This design comes from an exercise in tuning for small area on the open sky130 flow, not from production work.
The RTL was checked by simulation tests, not by an equivalence proof against the original design.

==> v15: inputs <==
## snn_top
module snn_top #(
    parameter int ECG_WIDTH          = 11,   
    parameter int DM_STEP_SIZE       = 4,    
    parameter int NUM_HIDDEN_LAYERS  = 4,
    parameter int NEURONS_PER_LAYER  = 8,
    parameter int NEURON_WIDTH       = 16,   
    parameter int NEURON_FRAC_WIDTH  = 8,    
    parameter int CURRENT_WIDTH      = 16,
    parameter int CURRENT_FRAC_WIDTH = 1,
    parameter int WEIGHT_WIDTH       = 8,
    parameter int NUM_TIMESTEPS      = 10,   
    parameter logic signed [31:0] MATCH_THRESHOLD = 32'h0001_0000
)(
    input  logic                                        clk,
    input  logic                                        rst_n,
    input  logic [ECG_WIDTH-1:0]                        ecg_in,
    input  logic                                        inference_start,
    output logic                                        inference_done,
    output logic                                        match,
    output logic [1:0]                                  dm_spike_raster,  
    output logic [NUM_HIDDEN_LAYERS*NEURONS_PER_LAYER-1:0] spike_raster,
    output logic signed [31:0]                          prediction,
    input  logic                                        weight_en,
    input  logic [$clog2(NEURONS_PER_LAYER)-1:0]        weight_addr,
    input  logic signed [NEURON_WIDTH-1:0]              weight_data
);
  ...
export LEC_CHECK = 0
export CAP_MARGIN = 10
export CORE_MARGIN = 2
export CORE_UTILIZATION = 65
export CTS_BUF_LIST = sky130_fd_sc_hd__clkbuf_8
export CTS_CLUSTER_DIAMETER = 70
export CTS_CLUSTER_SIZE = 16
export PLACE_DENSITY = 0.75
export SLEW_MARGIN = 10
create_clock -name core_clock -period 14.0 [get_ports {clk}]
standard.sh (not shown) runs the stock make flow with config.mk's settings and CLKGATE_MAP_FILE= SYNTH_SCRIPT=/design/flow/synth_recipe.tcl, a recipe that flattens the netlist after the stock synthesis.
==> flow/flow/run.sh <==
#!/bin/bash
# Layout: the standard flow (standard.sh), with these changes:
#  - after the standard synthesis, flow/polarity.py chooses the polarity of
#    each full-adder cell so that fewer inverters are needed between adders,
#    then flow/reabc.sh re-maps the other combinational logic with ABC
#    (combinational cells only; every register is left as synthesized);
#  - the input and output port buffers are the smallest buffer cell (buf_1)
#    rather than the delay buffer the flow picks by default;
#  - clock tree synthesis runs without dummy loads (CTS_ARGS repeats the
#    flow's CTS settings from config.mk and adds -dont_use_dummy_load).
# Each step writes its full output to its own log file in this folder.
set -euo pipefail
export BUFFER_PORTS_ARGS="-buffer_cell sky130_fd_sc_hd__buf_1"
export CTS_ARGS="-sink_clustering_enable -repair_clock_nets -sink_clustering_size 16 -sink_clustering_max_diameter 70 -buf_list sky130_fd_sc_hd__clkbuf_8 -dont_use_dummy_load"
R=orfs/results/sky130hd/snn_top/base
bash standard.sh synth > standard_synth.log 2>&1
cp "$R/1_2_yosys.v" 1_2_yosys.standard.v
python3 flow/polarity.py 1_2_yosys.standard.v 1_2_yosys.polarity.v --remap > polarity.log 2>&1
bash flow/reabc.sh 1_2_yosys.polarity.v "$R/1_2_yosys.v" > reabc.log 2>&1
touch "$R/1_2_yosys.v"
bash standard.sh > standard_flow.log 2>&1
==> flow/flow/abc_remap.script <==
&get -n
&st
&dch
&nf
&st
&syn2
&if -g -K 6
&synch2
&nf
&st
&syn2
&if -g -K 6
&synch2
&nf
&st
&syn2
&if -g -K 6
&synch2
&nf
&st
&syn2
&if -g -K 6
&synch2
&nf
&st
&syn2
&if -g -K 6
&synch2
&nf
&put
topo
stime -c
dnsize -c
==> flow/flow/reabc.sh <==
#!/bin/bash
# reabc.sh IN.v OUT.v : re-map the netlist's plain combinational logic with
# ABC (ORFS's speed script without its buffering and upsizing, which the
# layout's own timing repair does where needed; same liberty and
# don't-use cells),
# keeping every flip-flop, tie cell and full-adder cell as it is (half
# adders are re-mapped with the logic around them).
# Run after polarity.py, so that ABC can fold the inverters that pass added
# into the surrounding logic.
set -euo pipefail
IN=$1
OUT=$2
P=$FLOW_HOME/platforms/sky130hd
LIB=$P/lib/sky130_fd_sc_hd__tt_025C_1v80.lib
YOSYS=${YOSYS_EXE:-$FLOW_HOME/../tools/install/yosys/bin/yosys}
DONT_USE=""
for c in $(sed -n '/^export DONT_USE_CELLS/,/^$/p' $P/config.mk | tr -d '\\' | tr ' ' '\n' | grep '^sky130_'); do
  DONT_USE="$DONT_USE -dont_use $c"
done
cat > reabc.ys <<EOT
read_liberty -ignore_miss_func $LIB
read_verilog $IN
hierarchy -top snn_top
setattr -mod -set keep_hierarchy 1 sky130_fd_sc_hd__fa_* sky130_fd_sc_hd__df* sky130_fd_sc_hd__edf* sky130_fd_sc_hd__conb_1
flatten
opt -purge
abc -script $(pwd)/flow/abc_remap.script -liberty $LIB $DONT_USE -D 14000
setundef -zero
splitnets
opt_clean -purge
hilomap -singleton -hicell sky130_fd_sc_hd__conb_1 HI -locell sky130_fd_sc_hd__conb_1 LO
insbuf -buf sky130_fd_sc_hd__buf_1 A X
opt_clean -purge
select snn_top
write_verilog -noattr -noexpr -nohex -nodec -selected $OUT
EOT
$YOSYS -s reabc.ys
Other scripts of this flow, unchanged in this note and not shown: flow/flow/polarity.py
==> v39: changes against v15 <==
--- a/flow/design.v
+++ b/flow/design.v
@@ -26,37 +26,33 @@
     rca #(.W(9)) u_step (
         .a(signal[10:2]), .b({9{~up}}), .cin(up), .s(step_hi), .cout(unused1)
     );
     logic [10:0] next_up, next_down;
     assign next_up   = (&signal[10:2]) ? 11'h7ff : {step_hi, signal[1:0]};
     assign next_down = lt4 ? 11'h000 : {step_hi, signal[1:0]};
-    always_ff @(posedge clk) begin
-        if (!init)
-            signal <= ecg_in;
-        else if (!last_cycle_spiked && up)
-            signal <= next_up;
-        else if (!last_cycle_spiked && down)
-            signal <= next_down;
-    end
     always_ff @(posedge clk or negedge rst_n) begin
         if (!rst_n) begin
+            signal <= '0;
             dm_spike_out <= 2'b00;
             init <= 1'b0;
             last_cycle_spiked <= 1'b0;
         end else begin
             dm_spike_out <= 2'b00;
             if (!init) begin
+                signal <= ecg_in;
                 init <= 1'b1;
             end else if (last_cycle_spiked) begin
                 last_cycle_spiked <= 1'b0;
             end else if (up) begin
                 dm_spike_out[0] <= 1'b1;
                 last_cycle_spiked <= 1'b1;
+                signal <= next_up;
             end else if (down) begin
                 dm_spike_out[1] <= 1'b1;
                 last_cycle_spiked <= 1'b1;
+                signal <= next_down;
             end
         end
     end
 endmodule
 module aer_input2 (
     input  logic       clk,
@@ -85,14 +81,16 @@
     input  logic        rst_n,
     input  logic        step_rst,
     input  logic [23:0] spike_vec,    
     output logic        busy
 );
     logic [3:0] served;    
-    always_ff @(posedge clk) begin
-        if (step_rst)
+    always_ff @(posedge clk or negedge rst_n) begin
+        if (!rst_n)
+            served <= '0;
+        else if (step_rst)
             served <= '0;
         else if (!served[3])
             served <= served + 4'd1;
     end
     logic [3:0] cnt [3];
     generate
@@ -2825,14 +2823,16 @@
                 ring[L][NEURONS_PER_LAYER-1] <= !pass ? ring[L][0] :
                                                 zmode ? 16'sd0 : upd[L];
             end
         end
     endgenerate
     logic [1:0] s_lat;      
-    always_ff @(posedge clk) begin
-        if (neuron_en)
+    always_ff @(posedge clk or negedge rst_n) begin
+        if (!rst_n)
+            s_lat <= '0;
+        else if (neuron_en)
             s_lat <= in_serviced;
     end
     logic signed [10:0] itab [4][NEURONS_PER_LAYER];
     logic [7:0]         qtab [4][NEURONS_PER_LAYER];
     generate
         for (genvar n = 0; n < NEURONS_PER_LAYER; n++) begin : gen_l0_tab
@@ -2964,20 +2964,20 @@
                 inference_done = 1'b1;
                 state_next     = S_IDLE;
             end
             default: state_next = S_IDLE;
         endcase
     end
-    always_ff @(posedge clk)
-        timestep <= timestep_next;
     always_ff @(posedge clk or negedge rst_n) begin
         if (!rst_n) begin
             state    <= S_IDLE;
+            timestep <= '0;
             output_done_seen <= 1'b0;
         end else begin
             state    <= state_next;
+            timestep <= timestep_next;
             if (state == S_SAMPLE)
                 output_done_seen <= 1'b0;
             else if (state == S_PROCESS && output_done)
                 output_done_seen <= 1'b1;
         end
     end
--- a/flow/flow/reabc.sh
+++ b/flow/flow/reabc.sh
@@ -1,11 +1,9 @@
 #!/bin/bash
 # reabc.sh IN.v OUT.v : re-map the netlist's plain combinational logic with
-# ABC (ORFS's speed script without its buffering and upsizing, which the
-# layout's own timing repair does where needed; same liberty and
-# don't-use cells),
+# ABC (as ORFS's synthesis does, same script, liberty and don't-use cells),
 # keeping every flip-flop, tie cell and full-adder cell as it is (half
 # adders are re-mapped with the logic around them).
 # Run after polarity.py, so that ABC can fold the inverters that pass added
 # into the surrounding logic.
 set -euo pipefail
 IN=$1
@@ -21,13 +19,13 @@
 read_liberty -ignore_miss_func $LIB
 read_verilog $IN
 hierarchy -top snn_top
 setattr -mod -set keep_hierarchy 1 sky130_fd_sc_hd__fa_* sky130_fd_sc_hd__df* sky130_fd_sc_hd__edf* sky130_fd_sc_hd__conb_1
 flatten
 opt -purge
-abc -script $(pwd)/flow/abc_remap.script -liberty $LIB $DONT_USE -D 14000
+abc -script $FLOW_HOME/scripts/abc_speed.script -liberty $LIB $DONT_USE -D 14000
 setundef -zero
 splitnets
 opt_clean -purge
 hilomap -singleton -hicell sky130_fd_sc_hd__conb_1 HI -locell sky130_fd_sc_hd__conb_1 LO
 insbuf -buf sky130_fd_sc_hd__buf_1 A X
 opt_clean -purge
removed: flow/flow/abc_remap.script
==> results.toml <==
[detailed_routing]
wl_met1_mm = 42.5

[grt]
use_met3_pct = 5.36

[layout]
seq_share_pct = 46.3

[worst_setup_path]
critPathCapture = "l0_cand[4][3]"

[outcome]
status = "finished clean"
The numbers above come from v39.

==> results.toml <==
[grt]
use_met3_pct = 6.23

[layout]
seq_share_pct = 46.9
largest-register = "ring"

[detailed_routing]
wl_met1_mm = 45.2
wl_mm = 104

[clocking]
clkTransAtPathRegs_ns = 0.09

[worst_setup_path]
critPathCapture = "l0_cand[7][2]"

[outcome]
status = "finished clean"
The numbers above come from v15.

[static timing again, ports no longer ideal]
No port has a modelled driver above. Below, the same layouts with a new extraction and two added sets of constraints. Step 1 sets driving cells, clkbuf_16 on the clock port and buf_2 on the other inputs (assumed; they add their load-dependent delay and slew). Step 2 also shifts input and output timing later by t, the mid clock arrival at the registers, as if the neighbouring blocks saw the same clock. Three values: ideal, step 1, step 2; two values: the first two.
| run | t, ns | slack for setup (ns) | worst setup path after step 2 | worst register clock-pin slew, ns |
|---|---|---|---|---|
| v15 | 0.734 | 0.873 / 0.873 / 0.873 | register to register | 0.11 / 0.11 |
| v39 | 0.717 | 0.789 / 0.789 / 0.789 | register to register | 0.11 / 0.11 |
After both steps every run listed still meets setup and hold.
